Source: an optimization exercise on an open RTL-to-GDS flow (aim: small area, a short achievable clock period and few clock cycles per item). Production flows keep margins and buffers that such runs may drop.
Only simulation tests tie the RTL to the original design; equivalence was not proved.

==> design/flow/design.v <==
`timescale 1ns / 1ps
module mod_add #(
    parameter WIDTH = 23
)(
    input  wire [WIDTH-1:0] a,
    input  wire [WIDTH-1:0] b,
    input  wire [WIDTH-1:0] q,
    output wire [WIDTH-1:0] res
);
    wire [WIDTH+1:0] x = {2'b0, a};
    wire [WIDTH+1:0] y = {2'b0, b};
    wire [WIDTH+1:0] z = ~{2'b0, q};                     
    wire [WIDTH+1:0] cs = x ^ y ^ z;
    wire [WIDTH+1:0] cc = (x & y) | (x & z) | (y & z);
    wire [WIDTH+1:0] sum = x + y;
    wire [WIDTH+1:0] red = cs + {cc[WIDTH:0], 1'b1};     
    assign res = red[WIDTH+1] ? sum[WIDTH-1:0] : red[WIDTH-1:0];
endmodule
`timescale 1ns / 1ps
module mod_sub #(
    parameter WIDTH = 23
)(
    input  wire [WIDTH-1:0] a,
    input  wire [WIDTH-1:0] b,
    input  wire [WIDTH-1:0] q,
    output wire [WIDTH-1:0] res
);
    wire [WIDTH+1:0] x = {2'b0, a};
    wire [WIDTH+1:0] y = ~{2'b0, b};                     
    wire [WIDTH+1:0] z = {2'b0, q};
    wire [WIDTH+1:0] cs = x ^ y ^ z;
    wire [WIDTH+1:0] cc = (x & y) | (x & z) | (y & z);
    wire [WIDTH+1:0] dif = x - {2'b0, b};
    wire [WIDTH+1:0] cor = cs + {cc[WIDTH:0], 1'b1};     
    assign res = dif[WIDTH+1] ? cor[WIDTH-1:0] : dif[WIDTH-1:0];
endmodule
`timescale 1ns / 1ps
module g1_rom(
    input  wire        clk,
    input  wire [7:0]  k,
    output reg  [22:0] z,
    output reg  [24:0] z3
);
    wire [22:0] zt =
        k[7] ?
            k[6] ?
                k[5] ?
                    k[4] ?
                        (k[3] ? (k[2] ? (k[1] ? (k[0] ? 23'd822261 : 23'd5399788) : (k[0] ? 23'd6680880 : 23'd891563)) : (k[1] ? (k[0] ? 23'd4727692 : 23'd2913410) : (k[0] ? 23'd3477672 : 23'd7069894))) : (k[2] ? (k[1] ? (k[0] ? 23'd1417091 : 23'd7696111) : (k[0] ? 23'd8296669 : 23'd5974679)) : (k[1] ? (k[0] ? 23'd4038431 : 23'd572058) : (k[0] ? 23'd1321441 : 23'd2547668))))
                      :
                        (k[3] ? (k[2] ? (k[1] ? (k[0] ? 23'd598128 : 23'd621475) : (k[0] ? 23'd7543492 : 23'd5889224)) : (k[1] ? (k[0] ? 23'd6681876 : 23'd5528863) : (k[0] ? 23'd4979239 : 23'd3059983))) : (k[2] ? (k[1] ? (k[0] ? 23'd8152187 : 23'd412555) : (k[0] ? 23'd194510 : 23'd4341843)) : (k[1] ? (k[0] ? 23'd1048079 : 23'd3854033) : (k[0] ? 23'd3264115 : 23'd3202193))))
                  :
                    k[4] ?
                        (k[3] ? (k[2] ? (k[1] ? (k[0] ? 23'd7378455 : 23'd2497089) : (k[0] ? 23'd1672764 : 23'd5681279)) : (k[1] ? (k[0] ? 23'd2346511 : 23'd8252630) : (k[0] ? 23'd7922431 : 23'd5264279))) : (k[2] ? (k[1] ? (k[0] ? 23'd1454394 : 23'd5319963) : (k[0] ? 23'd5899061 : 23'd1706095)) : (k[1] ? (k[0] ? 23'd6039471 : 23'd1199658) : (k[0] ? 23'd1919807 : 23'd6936100))))
                      :
                        (k[3] ? (k[2] ? (k[1] ? (k[0] ? 23'd7865632 : 23'd4846089) : (k[0] ? 23'd8078519 : 23'd3743225)) : (k[1] ? (k[0] ? 23'd2762585 : 23'd127680) : (k[0] ? 23'd8178470 : 23'd3338013))) : (k[2] ? (k[1] ? (k[0] ? 23'd4998893 : 23'd397199) : (k[0] ? 23'd410718 : 23'd8301507)) : (k[1] ? (k[0] ? 23'd1355859 : 23'd2221075) : (k[0] ? 23'd5879857 : 23'd2829165))))
              :
                k[5] ?
                    k[4] ?
                        (k[3] ? (k[2] ? (k[1] ? (k[0] ? 23'd2385895 : 23'd6242666) : (k[0] ? 23'd5125748 : 23'd457423)) : (k[1] ? (k[0] ? 23'd3418119 : 23'd7359120) : (k[0] ? 23'd3750689 : 23'd5267893))) : (k[2] ? (k[1] ? (k[0] ? 23'd5661276 : 23'd2966326) : (k[0] ? 23'd3162675 : 23'd6132153)) : (k[1] ? (k[0] ? 23'd1826286 : 23'd6012205) : (k[0] ? 23'd5272939 : 23'd3790019))))
                      :
                        (k[3] ? (k[2] ? (k[1] ? (k[0] ? 23'd7237774 : 23'd7059465) : (k[0] ? 23'd2032069 : 23'd3739825)) : (k[1] ? (k[0] ? 23'd2343095 : 23'd7426014) : (k[0] ? 23'd1691161 : 23'd4637696))) : (k[2] ? (k[1] ? (k[0] ? 23'd3601357 : 23'd5126575) : (k[0] ? 23'd7408177 : 23'd4606122)) : (k[1] ? (k[0] ? 23'd7946505 : 23'd3121527) : (k[0] ? 23'd3994353 : 23'd3781677))))
                  :
                    k[4] ?
                        (k[3] ? (k[2] ? (k[1] ? (k[0] ? 23'd1007793 : 23'd1798979) : (k[0] ? 23'd4876639 : 23'd2137261)) : (k[1] ? (k[0] ? 23'd2003160 : 23'd6223809) : (k[0] ? 23'd4347790 : 23'd7838993))) : (k[2] ? (k[1] ? (k[0] ? 23'd4254660 : 23'd4124652) : (k[0] ? 23'd6118482 : 23'd2046968)) : (k[1] ? (k[0] ? 23'd2718688 : 23'd4617553) : (k[0] ? 23'd7958480 : 23'd6843584))))
                      :
                        (k[3] ? (k[2] ? (k[1] ? (k[0] ? 23'd550275 : 23'd2780222) : (k[0] ? 23'd4248338 : 23'd5754661)) : (k[1] ? (k[0] ? 23'd2674846 : 23'd4449683) : (k[0] ? 23'd1985283 : 23'd4370778))) : (k[2] ? (k[1] ? (k[0] ? 23'd7816947 : 23'd1582918) : (k[0] ? 23'd86223 : 23'd2317728)) : (k[1] ? (k[0] ? 23'd138401 : 23'd4914925) : (k[0] ? 23'd2723744 : 23'd5978406))))
          :
            k[6] ?
                k[5] ?
                    k[4] ?
                        (k[3] ? (k[2] ? (k[1] ? (k[0] ? 23'd645852 : 23'd6949313) : (k[0] ? 23'd1629220 : 23'd5722904)) : (k[1] ? (k[0] ? 23'd8344869 : 23'd3075597) : (k[0] ? 23'd4710889 : 23'd7777312))) : (k[2] ? (k[1] ? (k[0] ? 23'd1803100 : 23'd4110938) : (k[0] ? 23'd4713638 : 23'd5969615)) : (k[1] ? (k[0] ? 23'd160064 : 23'd5211196) : (k[0] ? 23'd8242533 : 23'd6613043))))
                      :
                        (k[3] ? (k[2] ? (k[1] ? (k[0] ? 23'd8246901 : 23'd5746653) : (k[0] ? 23'd539732 : 23'd2427131)) : (k[1] ? (k[0] ? 23'd1041205 : 23'd3014941) : (k[0] ? 23'd6318032 : 23'd876598))) : (k[2] ? (k[1] ? (k[0] ? 23'd2724820 : 23'd3078951) : (k[0] ? 23'd5268348 : 23'd4190295)) : (k[1] ? (k[0] ? 23'd1970211 : 23'd8004947) : (k[0] ? 23'd4452614 : 23'd369934))))
                  :
                    k[4] ?
                        (k[3] ? (k[2] ? (k[1] ? (k[0] ? 23'd6773559 : 23'd2573395) : (k[0] ? 23'd722827 : 23'd572134)) : (k[1] ? (k[0] ? 23'd144757 : 23'd7414660) : (k[0] ? 23'd3876817 : 23'd6251266))) : (k[2] ? (k[1] ? (k[0] ? 23'd8228267 : 23'd6595502) : (k[0] ? 23'd7145603 : 23'd1516428)) : (k[1] ? (k[0] ? 23'd5783208 : 23'd7468004) : (k[0] ? 23'd6201552 : 23'd4426025))))
                      :
                        (k[3] ? (k[2] ? (k[1] ? (k[0] ? 23'd884120 : 23'd4706889) : (k[0] ? 23'd5526218 : 23'd6279082)) : (k[1] ? (k[0] ? 23'd4351935 : 23'd6506489) : (k[0] ? 23'd2328044 : 23'd2272696))) : (k[2] ? (k[1] ? (k[0] ? 23'd1126296 : 23'd937227) : (k[0] ? 23'd301413 : 23'd6855356)) : (k[1] ? (k[0] ? 23'd7965277 : 23'd794849) : (k[0] ? 23'd6265959 : 23'd4624468))))
              :
                k[5] ?
                    k[4] ?
                        (k[3] ? (k[2] ? (k[1] ? (k[0] ? 23'd3448184 : 23'd2819343) : (k[0] ? 23'd7589759 : 23'd3346691)) : (k[1] ? (k[0] ? 23'd7029453 : 23'd2260648) : (k[0] ? 23'd1670574 : 23'd1441970))) : (k[2] ? (k[1] ? (k[0] ? 23'd1905914 : 23'd6871435) : (k[0] ? 23'd7999772 : 23'd7356083)) : (k[1] ? (k[0] ? 23'd2725992 : 23'd7896224) : (k[0] ? 23'd4874454 : 23'd7378650))))
                      :
                        (k[3] ? (k[2] ? (k[1] ? (k[0] ? 23'd2666931 : 23'd5831596) : (k[0] ? 23'd7119494 : 23'd6914)) : (k[1] ? (k[0] ? 23'd7310896 : 23'd5932198) : (k[0] ? 23'd6344840 : 23'd2005723))) : (k[2] ? (k[1] ? (k[0] ? 23'd5523664 : 23'd715236) : (k[0] ? 23'd7653209 : 23'd4137859)) : (k[1] ? (k[0] ? 23'd5162816 : 23'd5030987) : (k[0] ? 23'd7856828 : 23'd6699798))))
                  :
                    k[4] ?
                        (k[3] ? (k[2] ? (k[1] ? (k[0] ? 23'd966259 : 23'd8371882) : (k[0] ? 23'd7823867 : 23'd7516345)) : (k[1] ? (k[0] ? 23'd5886079 : 23'd4334787) : (k[0] ? 23'd4591870 : 23'd683319))) : (k[2] ? (k[1] ? (k[0] ? 23'd2172826 : 23'd2493053) : (k[0] ? 23'd5759350 : 23'd1832143)) : (k[1] ? (k[0] ? 23'd1971164 : 23'd1503747) : (k[0] ? 23'd6549201 : 23'd6945356))))
                      :
                        (k[3] ? (k[2] ? (k[1] ? (k[0] ? 23'd3557091 : 23'd7191630) : (k[0] ? 23'd4037262 : 23'd6471454)) : (k[1] ? (k[0] ? 23'd6297595 : 23'd5548051) : (k[0] ? 23'd3490981 : 23'd7680160))) : (k[2] ? (k[1] ? (k[0] ? 23'd7792080 : 23'd3533777) : (k[0] ? 23'd3795857 : 23'd7267856)) : (k[1] ? (k[0] ? 23'd4140091 : 23'd4152377) : (k[0] ? 23'd4337571 : 23'd8191))));
    reg  [22:0] zr;
    always @(posedge clk) begin
        zr <= zt;
        z  <= zr;
        z3 <= {2'b0, zr} + {1'b0, zr, 1'b0};
    end
endmodule
`timescale 1ns / 1ps
module mont_mul (
    input  wire        clk,
    input  wire [39:0] ad,       
    input  wire [22:0] b,
    input  wire [24:0] b3,       
    output reg  [22:0] res
);
    localparam [23:0] Q = 24'd8380417;
    localparam [45:0] K = 46'h36DB6E000000;
    wire [45:0] row [0:8];
    wire [7:0]  neg = ad[39:32];
    genvar i;
    generate
        for (i = 0; i < 8; i = i + 1) begin : g_pp
            wire [24:0] mag = ({25{ad[i]}}    & {2'b0, b})       |
                              ({25{ad[8+i]}}  & {1'b0, b, 1'b0}) |
                              ({25{ad[16+i]}} & b3)              |
                              ({25{ad[24+i]}} & {b, 2'b0});
            wire [24:0] y = mag ^ {25{neg[i]}};
            wire [25:0] r = {~neg[i], y};
            if (i == 0) begin : g_r0
                assign row[i] = {20'd0, r};
            end else begin : g_ri
                wire [46+3*i:0] sh = {20'd0, r, 2'b0, neg[i-1], {(3*i-3){1'b0}}};
                assign row[i] = sh[45:0];
            end
        end
    endgenerate
    assign row[8] = K | ({45'd0, neg[7]} << 21);
    function [91:0] csa(input [45:0] x, input [45:0] y, input [45:0] z);
        reg [45:0] s, c;
        begin
            s = x ^ y ^ z;
            c = (x & y) | (x & z) | (y & z);
            csa = {s, c[44:0], 1'b0};
        end
    endfunction
    wire [91:0] l1a = csa(row[0], row[1], row[2]);
    wire [91:0] l1b = csa(row[3], row[4], row[5]);
    wire [91:0] l1c = csa(row[6], row[7], row[8]);
    wire [91:0] l2a = csa(l1a[91:46], l1a[45:0], l1b[91:46]);
    wire [91:0] l2b = csa(l1b[45:0], l1c[91:46], l1c[45:0]);
    wire [91:0] l3a = csa(l2a[91:46], l2a[45:0], l2b[91:46]);
    wire [91:0] l4a = csa(l3a[91:46], l3a[45:0], l2b[45:0]);
    reg [45:0] ps, pc;
    always @(posedge clk) begin
        ps <= l4a[91:46];
        pc <= l4a[45:0];
    end
    wire [45:0] p   = ps + pc;
    wire [22:0] lo  = p[22:0];
    wire [10:0] shc = {1'b0, lo[22:13]} + {1'b0, lo[9:0]};
    reg [22:0] hi_r, s_r;
    reg        e_r;
    always @(posedge clk) begin
        hi_r <= p[45:23];
        s_r  <= {shc[9:0], lo[12:0]};
        e_r  <= shc[10] & (lo[9:0] != 10'd0);
    end
    function [49:0] csa25(input [24:0] x, input [24:0] y, input [24:0] z);
        reg [24:0] c;
        begin
            c = (x & y) | (x & z) | (y & z);
            csa25 = {x ^ y ^ z, c[23:0], 1'b0};
        end
    endfunction
    wire [49:0] u1 = csa25({2'd0, hi_r}, {12'd0, s_r[22:10]}, ~{2'd0, s_r});
    wire [24:0] uc = {u1[24:1], e_r};
    wire [25:0] u  = {u1[49:25], 1'b1} + {uc, 1'b1};
    reg  [24:0] u_r;
    always @(posedge clk) u_r <= u[25:1];
    wire [24:0] v  = u_r + {2'd0, Q[22:0]};
    always @(posedge clk) res <= u_r[24] ? v[22:0] : u_r[22:0];
endmodule
`timescale 1ns / 1ps
module ntt_core #(
    parameter WIDTH = 24
)(
    input  wire          clk,
    input  wire          rst_n,
    input  wire          start,
    output reg           done,
    output reg  [7:0]    ram_addr_a,
    output reg           ram_we_a,
    output wire [WIDTH-1:0] ram_wdata_a,
    input  wire [WIDTH-1:0] ram_rdata_a,
    output reg  [7:0]    ram_addr_b,
    output reg           ram_we_b,
    output wire [WIDTH-1:0] ram_wdata_b,
    input  wire [WIDTH-1:0] ram_rdata_b
);
    localparam [22:0] Q = 23'd8380417;
    localparam [10:0] LAST    = 11'd1039;    
    localparam [1:0] S_IDLE = 2'd0, S_RUN = 2'd1, S_DONE = 2'd2;
    reg [1:0]  state;
    function [7:0] arr(input [7:0] G, input [1:0] t);
        reg [5:0] n;
        begin
            n = G[5:0];
            case (G[7:6])
                2'd0: arr = {t, n};
                2'd1: arr = {n[5], n[4], t, n[3], n[0], n[2], n[1]};
                2'd2: arr = {n[5], n[4], n[3], n[0], t, n[2], n[1]};
                default: arr = {n[5], n[0], n[4], n[3], n[2], n[1], t};
            endcase
        end
    endfunction
    function [7:0] maddr(input [2:0] s, input [7:0] j);
        begin
            case (s)
                3'd0: maddr = j;
                3'd1: maddr = {j[6], j[0], j[5], j[4], j[3], j[2], j[1], j[7]};
                3'd2: maddr = {j[6], j[0], j[4], j[2], j[3], j[5], j[1], j[7]};
                3'd3: maddr = {j[6], j[0], j[2], j[3], j[4], j[5], j[1], j[7]};
                default: maddr = {j[0], j[1], j[2], j[3], j[4], j[5], j[6], j[7]};
            endcase
        end
    endfunction
    function [7:0] zk1(input [7:0] G);
        reg [7:0] j;
        begin
            j = arr(G, 2'd0);
            case (G[7:6])
                2'd0: zk1 = 8'd1;
                2'd1: zk1 = {5'd0, 1'b1, j[7:6]};
                2'd2: zk1 = {3'd0, 1'b1, j[7:4]};
                default: zk1 = {1'b0, 1'b1, j[7:2]};
            endcase
        end
    endfunction
    reg  [10:0] cx;
    reg  [8:0]  kq0;
    wire [8:0]  kq1   = kq0 - 9'd1;
    wire [8:0]  kq2   = kq0 - 9'd2;
    wire [8:0]  kq3   = kq0 - 9'd3;
    wire [8:0]  kq4   = kq0 - 9'd4;
    wire        run   = (state == S_RUN);
    wire [1:0]  xph   = run ? cx[1:0] : 2'd1;
    wire        xrd   = (xph == 2'd1) || (xph == 2'd2);
    wire [8:0]  gA    = !run ? 9'd0 : xrd ? kq1 : kq4;
    wire [8:0]  gB    = !run ? 9'd0 : xrd ? kq0 : kq4;
    wire [1:0]  tA    = {xph == 2'd3, xph == 2'd2};
    wire [1:0]  tB    = {xph != 2'd0, xph != 2'd1};
    wire        wr    = !xrd && !kq4[8];
    reg  [7:0]  jA, jB;
    reg  [2:0]  jsA, jsB;
    reg         jwe;
    always @(posedge clk or negedge rst_n) begin
        if (!rst_n) begin
            jwe        <= 1'b0;
            ram_we_a   <= 1'b0;
            ram_we_b   <= 1'b0;
        end else begin
            jwe        <= run && wr;
            ram_we_a   <= jwe && run;
            ram_we_b   <= jwe && run;
        end
    end
    always @(posedge clk) begin
        ram_addr_a <= maddr(jsA, jA);
        ram_addr_b <= maddr(jsB, jB);
        jA  <= arr(gA[7:0], tA);
        jB  <= arr(gB[7:0], tB);
        jsA <= {1'b0, gA[7:6]} + {2'b0, !xrd};
        jsB <= {1'b0, gB[7:6]} + {2'b0, !xrd};
    end
    always @(posedge clk or negedge rst_n) begin
        if (!rst_n) begin
            state <= S_IDLE;
            cx    <= 11'd2;
            kq0   <= 9'd0;
            done  <= 1'b0;
        end else begin
            case (state)
                S_IDLE: begin
                    done <= 1'b0;
                    cx   <= 11'd2;
                    kq0  <= 9'd0;
                    if (start) state <= S_RUN;
                end
                S_RUN: begin
                    cx <= cx + 11'd1;
                    if (cx[1:0] == 2'd3) begin
                        kq0 <= kq0 + 9'd1;
                    end
                    if (cx == LAST + 11'd2) begin
                        state <= S_DONE;
                        done  <= 1'b1;
                    end
                end
                default: begin
                    cx   <= 11'd2;
                    kq0  <= 9'd0;
                    if (!start) begin
                        state <= S_IDLE;
                        done  <= 1'b0;
                    end
                end
            endcase
        end
    end
    reg  [8:0]  zg;
    reg  [1:0]  zp;
    always @(posedge clk) begin
        zg <= (xph == 2'd0) ? kq3 : (xph == 2'd1) ? kq2 : kq0;
        zp <= xph + 2'd1;
    end
    wire [7:0]  z1k  = zk1(zg[7:0]);
    reg  [7:0]  zidx;
    always @(posedge clk)
        zidx <= (zp == 2'd1) ? {z1k[6:0], 1'b1} : (zp == 2'd2) ? {z1k[6:0], 1'b0} : z1k;
    wire [22:0] zv;
    wire [24:0] zv3;
    g1_rom u_rom (.clk(clk), .k(zidx), .z(zv), .z3(zv3));
    reg [3:0] ph;
    always @(posedge clk or negedge rst_n) begin
        if (!rst_n)
            ph <= 4'b0001;
        else if (state != S_RUN)
            ph <= 4'b0001;
        else
            ph <= {ph[2:0], ph[3]};
    end
    reg [22:0] rA, rB;
    reg [22:0] H3, H0a, H0b, H2a, H2b;
    reg [39:0] mad;
    reg [22:0] bu;
    reg [22:0] wdA, wdB;
    assign ram_wdata_a = {1'b0, wdA};
    assign ram_wdata_b = {1'b0, wdB};
    always @(posedge clk) begin
        rA <= ram_rdata_a[22:0];
        rB <= ram_rdata_b[22:0];
        if (ph[2]) H3 <= wdB;                
        if (ph[1]) begin
            H0a <= wdA;                      
            H0b <= H0a;
            H2a <= wdB;                      
            H2b <= H2a;
        end
    end
    wire [22:0] mopn = ({23{ph[3]}} & rB) | ({23{ph[0]}} & rB) |
                       ({23{ph[1]}} & H3) | ({23{ph[2]}} & wdA);
    wire [24:0] mx = {1'b0, mopn, 1'b0};
    reg  [39:0] menc;
    reg  [2:0]  my;
    integer di;
    always @(*) begin
        for (di = 0; di < 8; di = di + 1) begin
            my = {mx[3*di+2], mx[3*di+1], mx[3*di]} ^ {3{mx[3*di+3]}};
            menc[di]    = ~my[2] & (my[1] ^ my[0]);
            menc[8+di]  = (~my[2] & my[1] & my[0]) | (my[2] & ~my[1] & ~my[0]);
            menc[16+di] = my[2] & (my[1] ^ my[0]);
            menc[24+di] = my[2] & my[1] & my[0];
            menc[32+di] = mx[3*di+3];
        end
    end
    always @(posedge clk) begin
        mad <= menc;
        bu  <= ({23{ph[3]}} & rA)  | ({23{ph[0]}} & rA) |
               ({23{ph[1]}} & H2b) | ({23{ph[2]}} & H0b);
    end
    wire [22:0] mp;
    mont_mul u_mul (.clk(clk), .ad(mad), .b(zv), .b3(zv3), .res(mp));
    wire [22:0] bsum, bdif;
    mod_add #(.WIDTH(23)) u_add (.a(bu), .b(mp), .q(Q), .res(bsum));
    mod_sub #(.WIDTH(23)) u_sub (.a(bu), .b(mp), .q(Q), .res(bdif));
    always @(posedge clk) begin
        wdA <= bsum;
        wdB <= bdif;
    end
endmodule
==> design/flow/flow/run.sh <==
#!/bin/bash
# The standard layout (the standard.sh: standard synthesis, floorplan, place,
# CTS, route, finish) with two changes to how it is made:
#  - the repair steps aim at a setup slack margin of 6.8 ns instead of 0, so that
#    they also work on paths shorter than the clock period;
#  - the port buffers that the standard flow inserts are buf_2 cells.
# The constraints (constraint.sdc) are unchanged.
set -euo pipefail
bash standard.sh SETUP_SLACK_MARGIN=6.8 "BUFFER_PORTS_ARGS=-buffer_cell sky130_fd_sc_hd__buf_2" finish > standard.log 2>&1
==> design/flow/standard.sh <==
#!/bin/bash
# synth_recipe.tcl (not shown) runs the flow's synth.tcl, then flattens the netlist and writes it again
# the make line also repeats each setting of config.mk as NAME=value (left out here)
make -C /OpenROAD-flow-scripts/flow DESIGN_CONFIG=/design/flow/config.mk WORK_HOME=/design/flow/orfs CLKGATE_MAP_FILE= SYNTH_SCRIPT=/design/flow/synth_recipe.tcl "${@:-finish}"
==> design/flow/config.mk <==
export PLATFORM = sky130hd
export DESIGN_NAME = ntt_core
export DESIGN_NICKNAME = ntt_core
export VERILOG_FILES = /design/flow/design.v
export SDC_FILE = /design/flow/constraint.sdc
export NUM_CORES = 4
export LEC_CHECK = 0
export CAP_MARGIN = 20
export CORE_MARGIN = 2
export CORE_UTILIZATION = 40
export CTS_BUF_LIST = sky130_fd_sc_hd__clkbuf_8
export PLACE_DENSITY = 0.7
export SLEW_MARGIN = 20
export TNS_END_PERCENT = 10
==> design/flow/constraint.sdc <==
create_clock -name core_clock -period 10.0 [get_ports {clk}]
set_input_delay 2.0000 -clock core_clock [delete_from_list [all_inputs] [get_ports {clk}]]
set_output_delay 2.0000 -clock core_clock [all_outputs]
set_load 0.01 [all_outputs]
==> results of run 1 <==
-- metrics by stage --
step / hold WS [ns] / instances / utilization / cell area, um2
global placement: 0.372 / 6378 / 0.417 / 46300
finish: 0.370 / 6717 / 0.468 / 51900
detailed placement: 0.376 / 6379 / 0.417 / 46300
floorplan: 0.337 / 5115 / - / 45000
CTS: 0.377 / 6627 / 0.452 / 50200
global route: 0.380 / 6714 / 0.468 / 51900
-- routing by layer --
layer,global-route usage,up-vias
li1,-,18400
met1,0.346,19800
met2,0.423,2464
met3,0.0643,632
met4,0.153,4
met5,0,-
-- cells in the mapped netlist (28+ instances only) --
library cell / instances / share of area
a222oi_1: 57 / 0.013
fa_1: 167 / 0.075
nor2b_1: 39 / 0.0054
nand2_1: 352 / 0.029
ha_1: 345 / 0.096
a21oi_1: 336 / 0.038
a221oi_1: 171 / 0.033
a21o_1: 68 / 0.011
nand2b_1: 32 / 0.0045
buf_1: 58 / 0.0049
inv_1: 417 / 0.035
and3_1: 29 / 0.0040
mux2i_1: 28 / 0.0063
nor3_1: 83 / 0.0093
o21ai_0: 314 / 0.035
o31ai_1: 39 / 0.0065
nand3_1: 90 / 0.010
a31oi_1: 51 / 0.0071
clkbuf_1: 322 / 0.027
edfxtp_1: 115 / 0.077
dfxtp_1: 460 / 0.21
a22oi_1: 43 / 0.0072
o211ai_1: 57 / 0.0095
a311oi_1: 30 / 0.0059
a211oi_1: 67 / 0.011
nor2_1: 337 / 0.028
xnor2_1: 326 / 0.064
a22o_1: 161 / 0.031
xor2_1: 87 / 0.017
-- registers in the layout, summed over array words and instances, names as in the netlist, 24 cells and up --
register / count
u_mul.u_r: 24
u_mul.ps: 46
u_rom.z3: 24
mad: 39
u_mul.pc: 40
-- worst max-delay path by stage --
| stage | cells after the start | endpoint | startpoint | slack [ns] |
|---|---|---|---|---|
| 4_1_cts | 13 | wdB[19]$_DFF_P_ | u_mul.res[5]$_DFF_P_ | 6.54 |
| 6_report | 10 | u_rom.zr[5]$_DFF_P_ | zidx[1]$_DFF_P_ | 6.52 |
| 3_3_place_gp | 11 | u_rom.zr[6]$_DFF_P_ | zidx[1]$_DFF_P_ | 5.14 |
| 3_5_place_dp | 12 | u_rom.zr[19]$_DFF_P_ | zidx[1]$_DFF_P_ | 5.18 |
| 5_1_grt | 13 | wdB[19]$_DFF_P_ | u_mul.res[5]$_DFF_P_ | 6.49 |
| 2_1_floorplan | 11 | u_mul.ps[29]$_DFF_P_ | mad[20]$_DFF_P_ | 6.67 |
-- worst register-to-register path: cells and delay by family (launching register included) --
| kind | cells | cell delay [ns] |
|---|---|---|
| buffers and inverters | 2 | 0.72 |
| adder cells (fa/ha/maj) | 1 | 0.23 |
| AO/OA/AOI/OAI | 5 | 1.31 |
| AND/OR/NAND/NOR | 2 | 0.73 |
| flip-flops | 1 | 0.35 |
-- cell type report --
cell class | instances | area share
Multi-Input combinational cell | 3669 | 0.577
Antenna cell | 5 | 0.000241
Tap cell | 1488 | 0.0359
Sequential cell | 604 | 0.263
Inverter | 429 | 0.0326
Clock inverter | 77 | 0.0120
Timing Repair Buffer | 334 | 0.0497
Clock buffer | 111 | 0.0294
-- kinds of logic (layout without fill, tap and decap cells) --
group / after synthesis / count (layout)
xor+xnor: 413 / 413
other cells: 1 / 7
mux: 58 / 58
flops: 604 / 604
compound gates: 1610 / 1611
simple gates: 1072 / 1072
buf+inv: 843 / 951
fa+ha+maj: 513 / 513
-- what timing repair did --
action / CTS / global route
buffers inserted: 58 / 78
setup endpoints to repair: 217 / 231
gates cloned: 2 / 2
gates resized for setup: 331 / 267
pin swaps: 51 / 105
==> impl_metrics.ini, run 1 <==
[hold_path]
hold_path_class = reg -> reg
holdPathStages = 0
min_to = u_rom.z[18]$_DFF_P_
worstHoldStart = u_rom.zr[18]$_DFF_P_

[timing]
min_period_over_period = 0.348
max_slew.worst_pin.slew_ns = 1.21
fin_crit_ns = 3.48
rsz0062_at_grt = true
slew_headroom = 0.192
fin_ws_ns = 6.52
fmax_mhz = 287
hold_viol_final = 0
fin_skew_ns = 0.0564
maxSlewViolCount = 0
finalSetupTns_ns = 0
setup_viol = 0

[critical_path]
r2r_slack_ns = 6.52
crit_chain = buf_12 > ha_2 > buf_4 > nand2_1 > nand2_1 > o21ai_0 > a211oi_1 > a21oi_1 > a21oi_1 > a21oi_1
worst-setup-path-type = reg -> reg
required_ns = 10.57
r2r-start = zidx[1]$_DFF_P_
critPathTopFamily = compound AO/OA/AOI/OAI gates
critical_path.most_common_cell = a21oi_1
crit_buf_inv = 2
worst_setup_path_start_kind = register
cp-end-kind = register
r2r-end = u_rom.zr[5]$_DFF_P_
rr_worst_depth = 10
crit_arrival_ns = 4.06
cpPeakStageDelay_ns = 0.57
cp_slowest_cell = a21oi_1
crit_fanout = 31

[placed_design]
post-place-ws_ns = 5.18
gp_congestion = 1.06
dp_hpwl_um = 116000
portBuffers = 113

[yosys]
synth_compound_area_frac = 0.252
syn_area_per_cell_um2 = 8.77
ys_types = 102
synth_mux_area_frac = 0.0178
syn_area_um2 = 44800
ys_warn_count = 3
synth-seq-cells = 604
synth-xor-area-share = 0.0807
synthArstFlopShare = 0.0480
synth-simple-area-share = 0.108
synth_edf_count = 115
synth_adder_area_share = 0.171
seq_area_frac_synth = 0.299
synth_top_family_by_area = compound AO/OA/AOI/OAI gates
syn_inst = 5114
synth_ff_type = dfxtp_1

[clock_tree]
numClockSinks = 604
clkTransAtPathRegs_ns = 0.06
cts_made_buffers = 100
cts_tree = yes
ctsHoldBuffers = 0
clock_path_buffers = 3
clk_latency_ns = 0.77
root_buffer = clkbuf_8
htreeDepth = 3

[route]
vias = 41400
wl_met3_um = 16900
drt-total-wl_um = 167000
routed.top_layer = met5
drt_iter0_markers = 5577
drc = 0
wl_per_cell_um = 24.9
avgViaCountPerCell = 6.16
wl_met2_um = 73800
firstDrtPassIters = 9
ant_nets = 0
wl_met1_um = 65200

[finish]
nNetsFinal = 5701
multiInputGateArea_um2 = 29900
area_growth_pct = 15.8
drive_above_1_share = 0.186
nFillCells = 10300
seq_area_um2 = 13700
final_cell_mix = 410 x inv_1, 360 x dfxtp_1, 334 x nand2_1
layout_commonest_cell = inv_1

[global_route]
grt_antenna_before_repair = 8
grt_max_degree = 82
grt_pass1_wl_um = 243000
grt_usage = 0.272
grt_overflow = 0
grt_pass1_vias = 38900

[floorplanning]
start_util = 0.404
die_w_um = 339
dieArea_um2 = 115000
io-pin-count = 118
core-area_um2 = 111000
die_y_um = 339
rows = 122

[run_status]
status = finished clean

[flow_run]
cap_violations = 0
Testbench counts, summed over its fixed seeds: cycles 25,008, transforms 24.
==> inputs of run 2 (changes only) <==
--- a/design/flow/config.mk
+++ b/design/flow/config.mk
@@ -9,6 +9,8 @@
 export CORE_MARGIN = 2
 export CORE_UTILIZATION = 40
-export CTS_BUF_LIST = sky130_fd_sc_hd__clkbuf_8
-export PLACE_DENSITY = 0.7
+export CTS_BUF_LIST = sky130_fd_sc_hd__clkbuf_16
+export CTS_CLUSTER_DIAMETER = 150
+export CTS_CLUSTER_SIZE = 30
+export PLACE_DENSITY = 0.6
 export SLEW_MARGIN = 20
 export TNS_END_PERCENT = 10
==> run 2 against run 1 <==
Net effect: largest cell class unchanged; sequential share of layout area is 1.0 points higher; synthesized cell count stayed put; sequential cell count stayed put; core utilization is 2.0 points lower; still clean; critical path depth is 3 higher; cell area is 4.2% lower; hold slack better by 0.0098 ns; critical path type unchanged; final cell count is 2.7% lower; critical endpoint is now u_rom.zr[22]$_DFF_P_; clock skew is 0.013 ns lower; routed wire length is 0.36% lower.
==> impl_metrics.ini, run 2 <==
[finish]
seq_area_um2 = 13600
multiInputGateArea_um2 = 29500
layout_commonest_cell = inv_1
largest_reg_flops = 46
top_regs = u_mul.ps (46), u_mul.pc (40), mad (39)
top_register = u_mul.ps
nNetsFinal = 5592
final_util = 0.448
final_cell_mix = 410 x inv_1, 378 x dfxtp_1, 340 x nand2_1
drive_above_1_share = 0.144
nFillCells = 10900
area_growth_pct = 11.0

[timing]
slew_headroom = 0.169
fin_ws_ns = 6.56
min_period_over_period = 0.344
fmax_mhz = 291
finalSetupTns_ns = 0
fin_crit_ns = 3.44
fin_skew_ns = 0.0438
max_slew.worst_pin.slew_ns = 1.25
maxSlewViolCount = 0
hold_viol_final = 0
rsz0062_at_grt = true
setup_viol = 0

[global_route]
grt_overflow = 0
grt_antenna_before_repair = 4
grt_pass1_wl_um = 244000
grt_max_degree = 193
grt_pass1_vias = 37100
grt_usage = 0.275

[yosys]
ys_warn_count = 3
synthArstFlopShare = 0.0480
synth_most_common_cell = dfxtp_1
syn_area_per_cell_um2 = 8.77
seq_area_frac_synth = 0.299
synth-seq-cells = 604
synth_top_cell_by_area = dfxtp_1
synth_ff_type = dfxtp_1
syn_inst = 5114
synth_area_leaders = dfxtp_1 21%, ha_1 9.6%, edfxtp_1 7.7%
synth_common_cells = 460 x dfxtp_1, 417 x inv_1, 352 x nand2_1
syn_area_um2 = 44800
ys_types = 102
synth_edf_count = 115
synth_top_area_frac = 0.205

[critical_path]
worst_setup_path_start_kind = register
cp-end-kind = register
crit_chain = buf_12 > clkinv_8 > ha_1 > buf_8 > nor2b_2 > buf_4 > nor3_4 > nand3b_1 > o21ai_0 > o211ai_1 > o21ai_1 > nor2_1 > a21oi_1
cpPeakStageDelay_ns = 0.61
crit_buf_inv = 4
crit_arrival_ns = 3.89
cp_slowest_cell = o211ai_1
worst-setup-path-type = reg -> reg
critPathTopFamily = compound AO/OA/AOI/OAI gates
required_ns = 10.45
crit_fanout = 21

[floorplanning]
die_y_um = 339
rows = 122
dieArea_um2 = 115000
die_w_um = 339
start_util = 0.404
io-pin-count = 118
core-area_um2 = 111000

[placed_design]
post-place-ws_ns = 4.87
dp_hpwl_um = 118000
gp_congestion = 1.03
portBuffers = 113

[route]
wl_per_cell_um = 25.5
drc = 0
ant_nets = 0
vias = 40000
drt-total-wl_um = 167000
firstDrtPassIters = 9
avgViaCountPerCell = 6.11
drt_iter0_markers = 4922

[clock_tree]
cts_tree = yes
numClockSinks = 604
htreeDepth = 1
clk_latency_ns = 0.64
root_buffer = clkbuf_16
cts_made_buffers = 26
clkTransAtPathRegs_ns = 0.11
clock_path_buffers = 3

[flow_run]
cap_violations = 0

[hold_path]
hold_path_class = reg -> reg

[run_status]
status = finished clean
==> run 2: routing by layer <==
| layer | vias up | global-route usage | share of wire | wire length (um) |
|---|---|---|---|---|
| met5 | - | 0 | 0.000096 | 16 |
| met2 | 2060 | 0.425 | 0.44 | 73200 |
| met3 | 451 | 0.0446 | 0.084 | 14000 |
| met4 | 4 | 0.129 | 0.057 | 9540 |
| li1 | 18100 | - | - | - |
| met1 | 19300 | 0.375 | 0.42 | 69800 |
==> run 2: worst paths after layout <==
kind | startpoint | slack, ns | cells after the start | endpoint
hold / removal | u_rom.zr[19]$_DFF_P_ | 0.38 | 0 | u_rom.z[19]$_DFF_P_
hold reg to reg | u_rom.zr[19]$_DFF_P_ | 0.38 | 0 | u_rom.z[19]$_DFF_P_
max in group asynchronous | rst_n | 8.06 | 1 | ph[1]$_DFF_PN0_
setup reg to reg | zidx[1]$_DFF_P_ | 6.56 | 13 | u_rom.zr[22]$_DFF_P_
min in group asynchronous | rst_n | 1.41 | 1 | kq0[1]$_DFFE_PN0P_
setup / recovery | zidx[1]$_DFF_P_ | 6.56 | 13 | u_rom.zr[22]$_DFF_P_
==> run 2: cell type report <==
| type | count | area share |
|---|---|---|
| tap | 1488 | 0.0374 |
| timing repair buffer | 300 | 0.0461 |
| multi-input combinational | 3668 | 0.593 |
| sequential | 604 | 0.273 |
| antenna | 1 | 0.0000503 |
| inverter | 429 | 0.0335 |
| clock inverter | 20 | 0.00337 |
| clock buffer | 26 | 0.0131 |
==> run 2: repair_timing <==
action                     in CTS  in global routing
resized for setup             280                163
setup endpoints to repair     206                208
setup buffers                  31                 63
hold buffers                    0                  0
cloned                          3                  4
hold endpoints to repair        0                  0
pin swaps                      42                 66
==> run 2: kinds of logic (layout without fill, tap and decap cells) <==
| logic type | after synthesis | count (layout) | synth area share |
|---|---|---|---|
| compound gates | 1610 | 1610 | 0.252 |
| simple gates | 1072 | 1072 | 0.108 |
| buf+inv | 843 | 775 | 0.0722 |
| flops | 604 | 604 | 0.299 |
| fa+ha+maj | 513 | 513 | 0.171 |
| xor+xnor | 413 | 413 | 0.0807 |
| mux | 58 | 58 | 0.0178 |
| other cells | 1 | 3 | 0.0000837 |
==> run 2: per-stage QoR <==
step	hold WS (ns)	cell area (um2)	instances
finish	0.380	49700	6536
global route	0.389	49700	6535
CTS	0.383	48600	6467
detailed placement	0.378	46400	6387
global placement	0.364	46400	6385
floorplan	0.337	45000	5115
==> inputs of run 3 (changes only) <==
--- a/design/flow/config.mk
+++ b/design/flow/config.mk
@@ -10,5 +10,5 @@
 export CORE_UTILIZATION = 40
 export CTS_BUF_LIST = sky130_fd_sc_hd__clkbuf_16
-export CTS_CLUSTER_DIAMETER = 150
+export CTS_CLUSTER_DIAMETER = 90
 export CTS_CLUSTER_SIZE = 30
 export PLACE_DENSITY = 0.6
==> run 3 against run 2 <==
Net effect: synthesized cell count did not move; final cell count rose by 0.28%; sequential share of layout area fell by 0.19 points; maximum frequency rose by 0.21%; critical path depth fell by 1; die area did not move; first-iteration DRC count rose by 0.55%; core utilization rose by 0.37 points; routed wire length barely moved.
==> impl_metrics.ini, run 3 <==
[yosys]
synth_common_cells = 460 x dfxtp_1, 417 x inv_1, 352 x nand2_1
synth_top_family_by_area = compound AO/OA/AOI/OAI gates
synth_area_leaders = dfxtp_1 21%, ha_1 9.6%, edfxtp_1 7.7%
synth_compound_area_frac = 0.252
synth_ff_type = dfxtp_1
synth_adder_area_share = 0.171
synth_top_area_frac = 0.205
ys_warn_count = 3
syn_area_per_cell_um2 = 8.77
syn_inst = 5114
synth-xor-area-share = 0.0807
synth_edf_count = 115
seq_area_frac_synth = 0.299
syn_area_um2 = 44800
synthArstFlopShare = 0.0480
synth_most_common_cell = dfxtp_1
synth_mux_area_frac = 0.0178
ys_types = 102
synth-seq-cells = 604
synth_top_cell_by_area = dfxtp_1
synth-simple-area-share = 0.108

[timing]
finalSetupTns_ns = 0
maxSlewViolCount = 0
fin_ws_ns = 6.57
fmax_mhz = 291
fin_skew_ns = 0.0458
rsz0062_at_grt = true
hold_viol_final = 0
setup_viol = 0
whs_ns = 0.379
min_period_over_period = 0.343
fin_crit_ns = 3.43
slew_headroom = 0.188
max_slew.worst_pin.slew_ns = 1.20

[route]
wl_met2_um = 73500
firstDrtPassIters = 6
vias = 39900
avgViaCountPerCell = 6.09
wl_per_cell_um = 25.4
drt-total-wl_um = 167000
ant_nets = 0
wl_met1_um = 69700
drc = 0
routed.top_layer = met5
wl_met3_um = 13900
drt_iter0_markers = 4949

[finish]
nNetsFinal = 5602
area_growth_pct = 11.9
largest_reg_flops = 46
final_cell_mix = 396 x inv_1, 371 x dfxtp_1, 342 x nand2_1
drive_above_1_share = 0.151
fin_area_um2 = 50200
top_regs = u_mul.ps (46), u_mul.pc (40), mad (39)
nFillCells = 10800
layout_commonest_cell = inv_1
top_register = u_mul.ps

[placed_design]
portBuffers = 113
gp_congestion = 1.03
dp_hpwl_um = 118000
post_dp_cell_area_um2 = 46400
post-place-ws_ns = 4.87

[floorplanning]
io-pin-count = 118
core-area_um2 = 111000
dieArea_um2 = 115000
die_y_um = 339
start_util = 0.404
rows = 122
die_w_um = 339

[clock_tree]
root_buffer = clkbuf_16
htreeDepth = 1
clk_latency_ns = 0.68
clock_path_buffers = 3
cts_made_buffers = 31
clkTransAtPathRegs_ns = 0.11
numClockSinks = 604
ctsHoldBuffers = 0
cts_tree = yes

[critical_path]
cp-startpoint = zidx[1]$_DFF_P_
required_ns = 10.59
worst-setup-path-type = reg -> reg
worst_setup_path_start_kind = register
critical_path.most_common_cell = nand2_1
cpPeakStageDelay_ns = 0.52
crit_fanout = 16
r2r-end = u_rom.zr[16]$_DFF_P_
cp-end-kind = register
r2r-start = zidx[1]$_DFF_P_
crit_chain = buf_12 > clkinv_8 > ha_1 > buf_4 > nand2_1 > nand2_1 > nand2_1 > o31ai_1 > mux4_2 > o21ai_0 > nand2_1 > o21ai_0
crit_buf_inv = 3
critPathTopFamily = simple AND/OR/NAND/NOR gates
cp_slowest_cell = nand2_1
crit_arrival_ns = 4.02
rr_worst_depth = 12
r2r_slack_ns = 6.57

[global_route]
grt_usage = 0.276
grt_overflow = 0
grt_max_degree = 193
grt_pass1_vias = 37300
grt_antenna_before_repair = 4
grt_pass1_wl_um = 245000

[hold_path]
min_to = u_rom.z[0]$_DFF_P_
hold_path_class = reg -> reg
holdPathStages = 0
worstHoldStart = u_rom.zr[0]$_DFF_P_

[run_status]
status = finished clean

[flow_run]
cap_violations = 0
run 3: final cells by class:
cell class,count,area (um2),area share
Tap cell,1488,1860,0.0371
Clock buffer,32,801,0.0160
Antenna cell,3,7.51,0.000150
Sequential cell,604,13600,0.271
Timing Repair Buffer,305,2330,0.0465
Multi-Input combinational cell,3668,29500,0.589
Clock inverter,25,314,0.00626
Inverter,429,1680,0.0335
run 3: routing by layer:
| layer | global-route usage | vias to the layer above |
|---|---|---|
| met1 | 0.373 | 19300 |
| li1 | - | 18200 |
| met3 | 0.0448 | 469 |
| met2 | 0.430 | 1942 |
| met4 | 0.131 | 4 |
| met5 | 0 | - |
run 3: worst reg2reg max path, delay by kind of cell (launching register included):
kind | cells | cell delay (ns)
multiplexers | 1 | 0.49
buffers and inverters | 3 | 0.61
AO/OA/AOI/OAI | 3 | 0.58
flip-flops | 1 | 0.41
adder cells (fa/ha/maj) | 1 | 0.28
AND/OR/NAND/NOR | 4 | 0.97
run 3: through the flow:
stage / std cells / utilization
detailed placement: 6387 / 0.418
finish: 6554 / 0.452
CTS: 6487 / 0.443
floorplan: 5115 / -
global placement: 6385 / 0.418
global route: 6551 / 0.452
run 3: repair_timing:
item | 4_1_cts | 5_1_grt
cloned | 3 | 4
pin swaps | 57 | 59
setup buffers | 40 | 59
resized for setup | 345 | 119
endpoints found under the setup margin | 209 | 209
run 3: cell families (layout without fill, tap and decap cells):
logic type | count (synthesis) | count (layout)
adder cells (fa/ha/maj) | 513 | 513
multiplexers | 58 | 58
XOR/XNOR | 413 | 413
other | 1 | 5
AND/OR/NAND/NOR | 1072 | 1072
AO/OA/AOI/OAI | 1610 | 1610
buffers and inverters | 843 | 791
flip-flops | 604 | 604
run 3: worst max path at each step:
stage	endpoint	slack [ns]	depth (start not counted)
final	u_rom.zr[16]$_DFF_P_	6.57	12
after global routing	u_mul.e_r$_DFF_P_	6.36	19
after CTS	u_mul.ps[20]$_DFF_P_	6.67	10
after detailed placement	u_rom.zr[4]$_DFF_P_	4.87	10
after global placement	u_rom.zr[4]$_DFF_P_	4.84	10
after floorplan	u_mul.ps[29]$_DFF_P_	6.67	11
==> inputs of run 4 (changes only) <==
--- a/design/flow/config.mk
+++ b/design/flow/config.mk
@@ -10,6 +10,6 @@
 export CORE_UTILIZATION = 40
 export CTS_BUF_LIST = sky130_fd_sc_hd__clkbuf_16
-export CTS_CLUSTER_DIAMETER = 90
-export CTS_CLUSTER_SIZE = 30
+export CTS_CLUSTER_DIAMETER = 120
+export CTS_CLUSTER_SIZE = 20
 export PLACE_DENSITY = 0.6
 export SLEW_MARGIN = 20
==> run 4 against run 3 <==
Net effect: maximum frequency is 0.41% lower; non-clock buffer count is 14 lower; hold slack better by 0.00079 ns; first-iteration DRC count is 0.65% higher; critical endpoint is now u_rom.zr[4]$_DFF_P_.
==> impl_metrics.ini, run 4 <==
[run_status]
status = finished clean

[timing]
fin_skew_ns = 0.0416
slew_headroom = 0.164
fin_crit_ns = 3.45
fmax_mhz = 290
finalSetupTns_ns = 0
max_slew.worst_pin.slew_ns = 1.25
min_period_over_period = 0.345
setup_viol = 0
maxSlewViolCount = 0
hold_viol_final = 0
whs_ns = 0.379
rsz0062_at_grt = true

[finish]
final_util = 0.451
final_cell_mix = 410 x inv_1, 374 x dfxtp_1, 340 x nand2_1
nFillCells = 10800
nNetsFinal = 5595
seq_area_um2 = 13600
top_register = u_mul.ps
drive_above_1_share = 0.148
multiInputGateArea_um2 = 29600
top_regs = u_mul.ps (46), u_mul.pc (40), mad (39)
layout_commonest_cell = inv_1
final_cells = 6544
area_growth_pct = 11.8
largest_reg_flops = 46

[global_route]
grt_pass1_wl_um = 245000
grt_pass1_vias = 37300
grt_antenna_before_repair = 2
grt_overflow = 0
grt_usage = 0.278
grt_max_degree = 193

[route]
vias = 39900
firstDrtPassIters = 7
drt-total-wl_um = 166000
wl_per_cell_um = 25.4
drt_iter0_markers = 4981
avgViaCountPerCell = 6.10
drc = 0
ant_nets = 0

[clock_tree]
root_buffer = clkbuf_16
clkTransAtPathRegs_ns = 0.09
cts_tree = yes
ctsHoldBuffers = 0
htreeDepth = 2
cts_made_buffers = 38
clock_path_buffers = 3
clk_latency_ns = 0.62
numClockSinks = 604

[floorplanning]
die_w_um = 339
core-area_um2 = 111000
io-pin-count = 118
start_util = 0.404
dieArea_um2 = 115000
rows = 122
die_y_um = 339

[yosys]
synthArstFlopShare = 0.0480
synth_ff_type = dfxtp_1
syn_area_per_cell_um2 = 8.77
ys_types = 102
synth-seq-cells = 604
synth_edf_count = 115
syn_inst = 5114
synth_common_cells = 460 x dfxtp_1, 417 x inv_1, 352 x nand2_1
seq_area_frac_synth = 0.299
synth_top_cell_by_area = dfxtp_1
syn_area_um2 = 44800
synth_area_leaders = dfxtp_1 21%, ha_1 9.6%, edfxtp_1 7.7%
synth_top_area_frac = 0.205
synth_most_common_cell = dfxtp_1
ys_warn_count = 3

[critical_path]
crit_fanout = 21
crit_chain = buf_12 > clkinv_8 > ha_1 > buf_8 > nor2b_2 > buf_4 > nor2_1 > nand2_1 > o21ai_0 > a21oi_1 > o211ai_1 > o221ai_1 > o21ai_1
crit_buf_inv = 4
worst_setup_path_start_kind = register
crit_arrival_ns = 3.88
cpPeakStageDelay_ns = 0.45
required_ns = 10.43
cp-end-kind = register
cp_slowest_cell = o21ai_1
worst-setup-path-type = reg -> reg
critPathTopFamily = compound AO/OA/AOI/OAI gates

[placed_design]
gp_congestion = 1.03
dp_hpwl_um = 118000
dp.cells = 6387
portBuffers = 113

[flow_run]
cap_violations = 0

[hold_path]
hold_path_class = reg -> reg
==> run 4: cell counts after synthesis <==
Identical to the previous run, type by type.
==> run 4: worst register-to-register path: cells and delay by family, from the launching register on <==
family	cells	cell delay [ns]
DFF	1	0.41
buffers and inverters	4	0.79
and+or+nand+nor	3	0.60
AOI/OAI and AO/OA	5	1.13
adders and majority gates	1	0.33
==> run 4: what timing repair did <==
item | 4_1_cts | 5_1_grt
gates cloned | 4 | 5
setup buffers | 36 | 47
hold endpoints to repair | 0 | 0
endpoints found under the setup margin | 200 | 199
resized for setup | 343 | 126
pin swaps | 60 | 49
==> run 4: through the flow <==
step / setup slack [ns] / cell area (um2)
floorplan: 6.67 / 45000
global placement: 4.84 / 46400
detailed placement: 4.87 / 46400
CTS: 6.67 / 49200
global route: 6.49 / 50100
finish: 6.55 / 50100
==> run 4: metal layers <==
metal,vias up,track usage,part of all wire
met4,4,0.134,0.056
met1,19200,0.377,0.42
met5,-,0,0.00013
li1,18100,-,-
met3,456,0.0439,0.086
met2,2070,0.430,0.44
==> run 4: kinds of logic (layout without fill, tap and decap cells) <==
group           after synthesis  after routing  synth area share
fa+ha+maj                   513            513             0.171
flops                       604            604             0.299
simple gates               1072           1072             0.108
other cells                   1              4         0.0000837
compound gates             1610           1610             0.252
xor+xnor                    413            413            0.0807
mux                          58             58            0.0178
buf+inv                     843            782            0.0722
==> run 4: area by class of cell <==
type                            instances  share of cell area
Sequential cell                       604               0.272
Clock buffer                           39              0.0195
Tap cell                             1488              0.0372
Inverter                              429              0.0333
Clock inverter                         23             0.00312
Multi-Input combinational cell       3668               0.590
Timing Repair Buffer                  291              0.0450
Antenna cell                            2           0.0000999
==> run 4: final timing paths <==
| kind | startpoint | endpoint | slack [ns] | depth (start not counted) |
|---|---|---|---|---|
| min reg2reg | u_rom.zr[12]$_DFF_P_ | u_rom.z[12]$_DFF_P_ | 0.38 | 0 |
| min | u_rom.zr[12]$_DFF_P_ | u_rom.z[12]$_DFF_P_ | 0.38 | 0 |
| max reg2reg | zidx[1]$_DFF_P_ | u_rom.zr[4]$_DFF_P_ | 6.55 | 13 |
| min in group asynchronous | rst_n | kq0[0]$_DFFE_PN0P_ | 1.43 | 1 |
| max in group asynchronous | rst_n | ph[1]$_DFF_PN0_ | 8.03 | 1 |
| max | zidx[1]$_DFF_P_ | u_rom.zr[4]$_DFF_P_ | 6.55 | 13 |
==> inputs of run 5 (changes only) <==
--- a/design/flow/config.mk
+++ b/design/flow/config.mk
@@ -14,3 +14,3 @@
 export PLACE_DENSITY = 0.6
 export SLEW_MARGIN = 20
-export TNS_END_PERCENT = 10
+export TNS_END_PERCENT = 20
==> run 5 against run 4 <==
Net effect: first-iteration DRC count down 4.9%; still clean on timing, DRC and antenna; final cell count is 0.37% higher; maximum frequency is 0.35% higher; highest routed layer unchanged; routed wire length barely moved; clock skew fell by 0.00084 ns; core utilization increased by 0.54 points; via count increased by 0.61%; non-clock buffer count up 22.
==> impl_metrics.ini, run 5 <==
[timing]
fmax_mhz = 291
fin_skew_ns = 0.0407
slew_headroom = 0.257
finalSetupTns_ns = 0
min_period_over_period = 0.343
max_slew.worst_pin.slew_ns = 1.11
rsz0062_at_grt = true
setup_viol = 0
maxSlewViolCount = 0
fin_crit_ns = 3.43
hold_viol_final = 0
whs_ns = 0.362

[yosys]
synth-seq-cells = 604
syn_area_um2 = 44800
synth_area_leaders = dfxtp_1 21%, ha_1 9.6%, edfxtp_1 7.7%
syn_area_per_cell_um2 = 8.77
synth_edf_count = 115
ys_warn_count = 3
seq_area_frac_synth = 0.299
synth_ff_type = dfxtp_1
synth_common_cells = 460 x dfxtp_1, 417 x inv_1, 352 x nand2_1
synthArstFlopShare = 0.0480
synth_most_common_cell = dfxtp_1
syn_inst = 5114
synth_top_cell_by_area = dfxtp_1
synth_top_area_frac = 0.205
ys_types = 102

[finish]
nNetsFinal = 5617
seq_area_um2 = 13600
layout_commonest_cell = inv_1
final_cells = 6568
final_util = 0.457
nFillCells = 10700
top_register = u_mul.ps
drive_above_1_share = 0.165
largest_reg_flops = 46
area_growth_pct = 13.1
top_regs = u_mul.ps (46), u_mul.pc (40), mad (39)
multiInputGateArea_um2 = 29900
final_cell_mix = 405 x inv_1, 371 x dfxtp_1, 338 x nand2_1

[floorplanning]
rows = 122
start_util = 0.404
core-area_um2 = 111000
die_w_um = 339
dieArea_um2 = 115000
io-pin-count = 118
die_y_um = 339

[critical_path]
worst_setup_path_start_kind = register
r2r-end = u_rom.zr[10]$_DFF_P_
crit_fanout = 21
rr_worst_depth = 11
required_ns = 10.44
cp-startpoint = zidx[0]$_SDFF_PP1_
r2r_slack_ns = 6.57
r2r-start = zidx[0]$_SDFF_PP1_
worst-setup-path-type = reg -> reg
crit_arrival_ns = 3.87
cp-end-kind = register

[global_route]
grt_antenna_before_repair = 8
grt_usage = 0.275
grt_overflow = 0
grt_max_degree = 91
grt_pass1_vias = 38000
grt_pass1_wl_um = 245000

[clock_tree]
clk_latency_ns = 0.61
cts_tree = yes
numClockSinks = 604
ctsHoldBuffers = 0
cts_made_buffers = 38
clock_path_buffers = 3
htreeDepth = 2
clkTransAtPathRegs_ns = 0.08
root_buffer = clkbuf_16

[hold_path]
holdPathStages = 0
min_to = u_rom.z[0]$_DFF_P_
hold_path_class = reg -> reg
worstHoldStart = u_rom.zr[0]$_DFF_P_

[route]
wl_per_cell_um = 25.4
firstDrtPassIters = 9
drt-total-wl_um = 167000
ant_nets = 0
drt_iter0_markers = 4739
vias = 40200
drc = 0
avgViaCountPerCell = 6.12

[placed_design]
gp_congestion = 1.02
dp.cells = 6389
portBuffers = 113
dp_hpwl_um = 118000

[flow_run]
cap_violations = 0

[run_status]
status = finished clean
## run 5: repair_timing
item                                    4_1_cts  5_1_grt
setup buffers                                60       45
pin swaps                                    52       97
resized for setup                           344      181
endpoints found under the setup margin      188      182
cloned                                        2        3
## run 5: worst max-delay path, stage by stage, from the launching register on
cell	delay [ns]
dfxtp_1	0.36
buf_12	0.22
clkinv_1	0.18
buf_6	0.23
ha_4	0.28
clkinvlp_4	0.19
nand2_2	0.29
a31oi_4	0.39
o21ai_0	0.11
o2111ai_1	0.14
o21ai_0	0.27
mux4_2	0.60
## run 5: cells by family (layout without fill, tap and decap cells)
group | after synthesis | count (layout) | synth area share
compound gates | 1610 | 1610 | 0.252
simple gates | 1072 | 1072 | 0.108
buf+inv | 843 | 806 | 0.0722
flops | 604 | 604 | 0.299
fa+ha+maj | 513 | 513 | 0.171
xor+xnor | 413 | 413 | 0.0807
mux | 58 | 58 | 0.0178
other cells | 1 | 4 | 0.0000837
## run 5: through the flow
| step | setup slack (ns) | cell area, um2 |
|---|---|---|
| floorplan | 6.71 | 45200 |
| global placement | 4.94 | 46500 |
| detailed placement | 4.94 | 46500 |
| CTS | 6.66 | 49600 |
| global route | 6.53 | 50700 |
| finish | 6.57 | 50700 |
## run 5: how the worst max path moves through the flow
stage	endpoint	slack (ns)	cells past startpoint
6_report	u_rom.zr[10]$_DFF_P_	6.57	11
5_1_grt	u_mul.ps[29]$_DFF_P_	6.53	10
4_1_cts	u_mul.ps[26]$_DFF_P_	6.66	10
3_5_place_dp	u_rom.zr[10]$_DFF_P_	4.94	10
3_3_place_gp	u_rom.zr[10]$_DFF_P_	4.94	10
2_1_floorplan	u_mul.e_r$_DFF_P_	6.71	19
## run 5: area by class of cell
type | count | share of cell area
diodes | 2 | 0.0000987
clock buffers | 39 | 0.0192
clock inverters | 25 | 0.00311
inverters | 429 | 0.0326
multi-input cells | 3668 | 0.590
flip-flops and latches | 604 | 0.268
well taps | 1488 | 0.0367
repair buffers | 313 | 0.0501
## run 5: routing by layer
layer  routed length [um]  track usage
met1                69700        0.369
met2                73400        0.429
met3                13800       0.0476
met4                 9510        0.132
met5                   57            0
==> inputs of run 6 (changes only) <==
==> design/flow/flow/run.sh (replaced) <==
#!/bin/bash
# The standard layout (the standard.sh: standard synthesis, floorplan, place,
# CTS, route, finish) with two changes to how it is made:
#  - the repair steps aim at a setup slack margin of 7.1 ns instead of 0, so that
#    they also work on paths shorter than the clock period;
#  - the port buffers that the standard flow inserts are buf_2 cells.
# The constraints (constraint.sdc) are unchanged.
set -euo pipefail
bash standard.sh SETUP_SLACK_MARGIN=7.1 "BUFFER_PORTS_ARGS=-buffer_cell sky130_fd_sc_hd__buf_2" finish > standard.log 2>&1
--- a/design/flow/config.mk
+++ b/design/flow/config.mk
@@ -9,8 +9,6 @@
 export CORE_MARGIN = 2
 export CORE_UTILIZATION = 40
-export CTS_BUF_LIST = sky130_fd_sc_hd__clkbuf_16
-export CTS_CLUSTER_DIAMETER = 120
-export CTS_CLUSTER_SIZE = 20
+export CTS_BUF_LIST = sky130_fd_sc_hd__clkbuf_8
 export PLACE_DENSITY = 0.6
 export SLEW_MARGIN = 20
-export TNS_END_PERCENT = 20
+export TNS_END_PERCENT = 10
==> run 6 against run 5 <==
Net effect: sequential cell count is the same; routed wire length grew 1.8%; via count grew 1.5%; sequential share of layout area shrank 0.83 points; maximum frequency shrank 0.59%; critical path depth grew 2; synthesized area is the same; die area is the same; synthesized cell count is the same.
==> impl_metrics.ini, run 6 <==
[critical_path]
crit_fanout = 4
worst_setup_path_start_kind = register
cp-end-kind = register
crit_arrival_ns = 4.05
worst-setup-path-type = reg -> reg
required_ns = 10.59

[route]
vias = 40800
wl_per_cell_um = 25.2
firstDrtPassIters = 7
avgViaCountPerCell = 6.07
drt_iter0_markers = 4724
ant_nets = 0
drt-total-wl_um = 169000
drc = 0

[global_route]
grt_antenna_before_repair = 5
grt_overflow = 0
grt_pass1_wl_um = 249000
grt_pass1_vias = 38700
grt_usage = 0.281
grt_max_degree = 108

[yosys]
synth_top_area_frac = 0.205
synth_common_cells = 460 x dfxtp_1, 417 x inv_1, 352 x nand2_1
seq_area_frac_synth = 0.299
synthArstFlopShare = 0.0480
syn_inst = 5114
synth_ff_type = dfxtp_1
syn_area_per_cell_um2 = 8.77
syn_area_um2 = 44800
synth_area_leaders = dfxtp_1 21%, ha_1 9.6%, edfxtp_1 7.7%
synth_top_cell_by_area = dfxtp_1
ys_types = 102
synth-seq-cells = 604
synth_edf_count = 115
synth_most_common_cell = dfxtp_1
ys_warn_count = 3

[clock_tree]
numClockSinks = 604
ctsHoldBuffers = 0
root_buffer = clkbuf_8
clkTransAtPathRegs_ns = 0.06
cts_made_buffers = 99
cts_tree = yes
clock_path_buffers = 3
clk_latency_ns = 0.74
htreeDepth = 3

[placed_design]
portBuffers = 113
dp_hpwl_um = 117000
gp_congestion = 1.05

[finish]
largest_reg_flops = 46
drive_above_1_share = 0.194
top_register = u_mul.ps
layout_commonest_cell = inv_1
area_growth_pct = 17.1
final_cell_mix = 398 x inv_1, 361 x dfxtp_1, 328 x nand2_1
top_regs = u_mul.ps (46), u_mul.pc (40), mad (39)
nNetsFinal = 5711

[timing]
min_period_over_period = 0.345
setup_viol = 0
maxSlewViolCount = 0
rsz0062_at_grt = true
whs_ns = 0.380
slew_headroom = 0.209
fmax_mhz = 290
fin_skew_ns = 0.0511
hold_viol_final = 0
max_slew.worst_pin.slew_ns = 1.19
fin_crit_ns = 3.45
finalSetupTns_ns = 0

[flow_run]
cap_violations = 0

[floorplanning]
die_y_um = 339
io-pin-count = 118
start_util = 0.404
rows = 122
die_w_um = 339
dieArea_um2 = 115000
core-area_um2 = 111000

[run_status]
status = finished clean

[hold_path]
hold_path_class = reg -> reg
-- run 6: cell counts after synthesis --
Identical to the previous run, type by type.
-- run 6: per-layer routing --
metal  global-route usage  routed length (um)  vias to the layer above
li1                     -                   -                    18500
met1                0.369               68300                    19500
met2                0.433               74100                     2250
met3               0.0621               16500                      583
met4                0.143               10400                        8
met5                    0                  59                        -
-- run 6: stage by stage --
stage / setup WS [ns] / utilization / cells / area (um2)
floorplan: 6.71 / - / 5115 / 45100
global placement: 4.92 / 0.419 / 6391 / 46600
detailed placement: 4.96 / 0.420 / 6392 / 46600
CTS: 6.62 / 0.461 / 6659 / 51200
global route: 6.47 / 0.473 / 6719 / 52500
finish: 6.55 / 0.473 / 6721 / 52500
-- run 6: cells by family (layout without fill, tap and decap cells) --
group,Yosys count,count (layout),share of synthesized area
AOI/OAI and AO/OA,1610,1610,0.252
and+or+nand+nor,1072,1072,0.108
buffers and inverters,843,958,0.0722
DFF,604,604,0.299
adders and majority gates,513,513,0.171
xor gates and xnor gates,413,413,0.0807
muxes,58,58,0.0178
other,1,5,0.0000837
-- run 6: cell type report --
type / instances / area [um2]
Fill cell: 10600 / 58500
Multi-Input combinational cell: 3668 / 30000
Sequential cell: 604 / 13600
Timing Repair Buffer: 346 / 2970
Tap cell: 1488 / 1860
Clock buffer: 126 / 1730
Inverter: 429 / 1670
Clock inverter: 57 / 587
Antenna cell: 3 / 7.51
-- run 6: worst max-delay path, cell delays in order (launching register included) --
cell,delay [ns]
dfxtp_4,0.37
inv_4,0.08
ha_4,0.14
inv_2,0.04
fa_2,0.57
nor2b_4,0.05
or4_4,0.42
o211ai_1,0.35
a21oi_2,0.13
a211o_1,0.38
a311o_1,0.40
a21oi_2,0.18
or4b_1,0.14
nand4_1,0.10
-- run 6: worst paths after layout --
kind                                      startpoint                  to  slack, ns  cells past startpoint
worst max-delay path            u_mul.res[5]$_DFF_P_     wdB[19]$_DFF_P_       6.55                     13
worst min-delay path             u_rom.zr[4]$_DFF_P_  u_rom.z[4]$_DFF_P_       0.38                      0
worst max register to register  u_mul.res[5]$_DFF_P_     wdB[19]$_DFF_P_       6.55                     13
worst min register to register   u_rom.zr[4]$_DFF_P_  u_rom.z[4]$_DFF_P_       0.38                      0
max in group asynchronous                      rst_n     ph[1]$_DFF_PN0_       8.15                      1
min in group asynchronous                      rst_n  kq0[0]$_DFFE_PN0P_       1.31                      1
-- run 6: timing repair --
| action | CTS | global route |
|---|---|---|
| endpoints found under the setup margin | 255 | 264 |
| gates cloned | 6 | 5 |
| pin swaps | 58 | 74 |
| buffers inserted | 78 | 52 |
| gates resized for setup | 418 | 193 |

-- afterwards: timing with drivers on the ports --
How much do the figures lean on ideal ports? The routed layouts below were timed once more, with nothing changed but the port constraints.
Step 1 assumes that a clkbuf_16 drives the clock port and a buf_2 every other input.
Step 2 times the ports against the registers' clock, not the clock port: input delays grow and output delays shrink by t, the midpoint of the rising clock arrivals with the driver on.
a / b / c = ideal ports / drivers / drivers and shift; a / b = the first two.
run | t, ns | setup WS [ns] | cell pins on the clock port's net
run 1 | 0.807 | 6.517 / 6.517 / 6.517 | 1
run 2 | 0.691 | 6.561 / 6.561 / 6.561 | 1
run 3 | 0.739 | 6.569 / 6.569 / 6.569 | 1
run 4 | 0.673 | 6.554 / 6.554 / 6.554 | 1
run 5 | 0.663 | 6.566 / 6.566 / 6.566 | 1
run 6 | 0.794 | 6.546 / 6.546 / 6.546 | 1
After both steps every run listed still meets setup and hold.
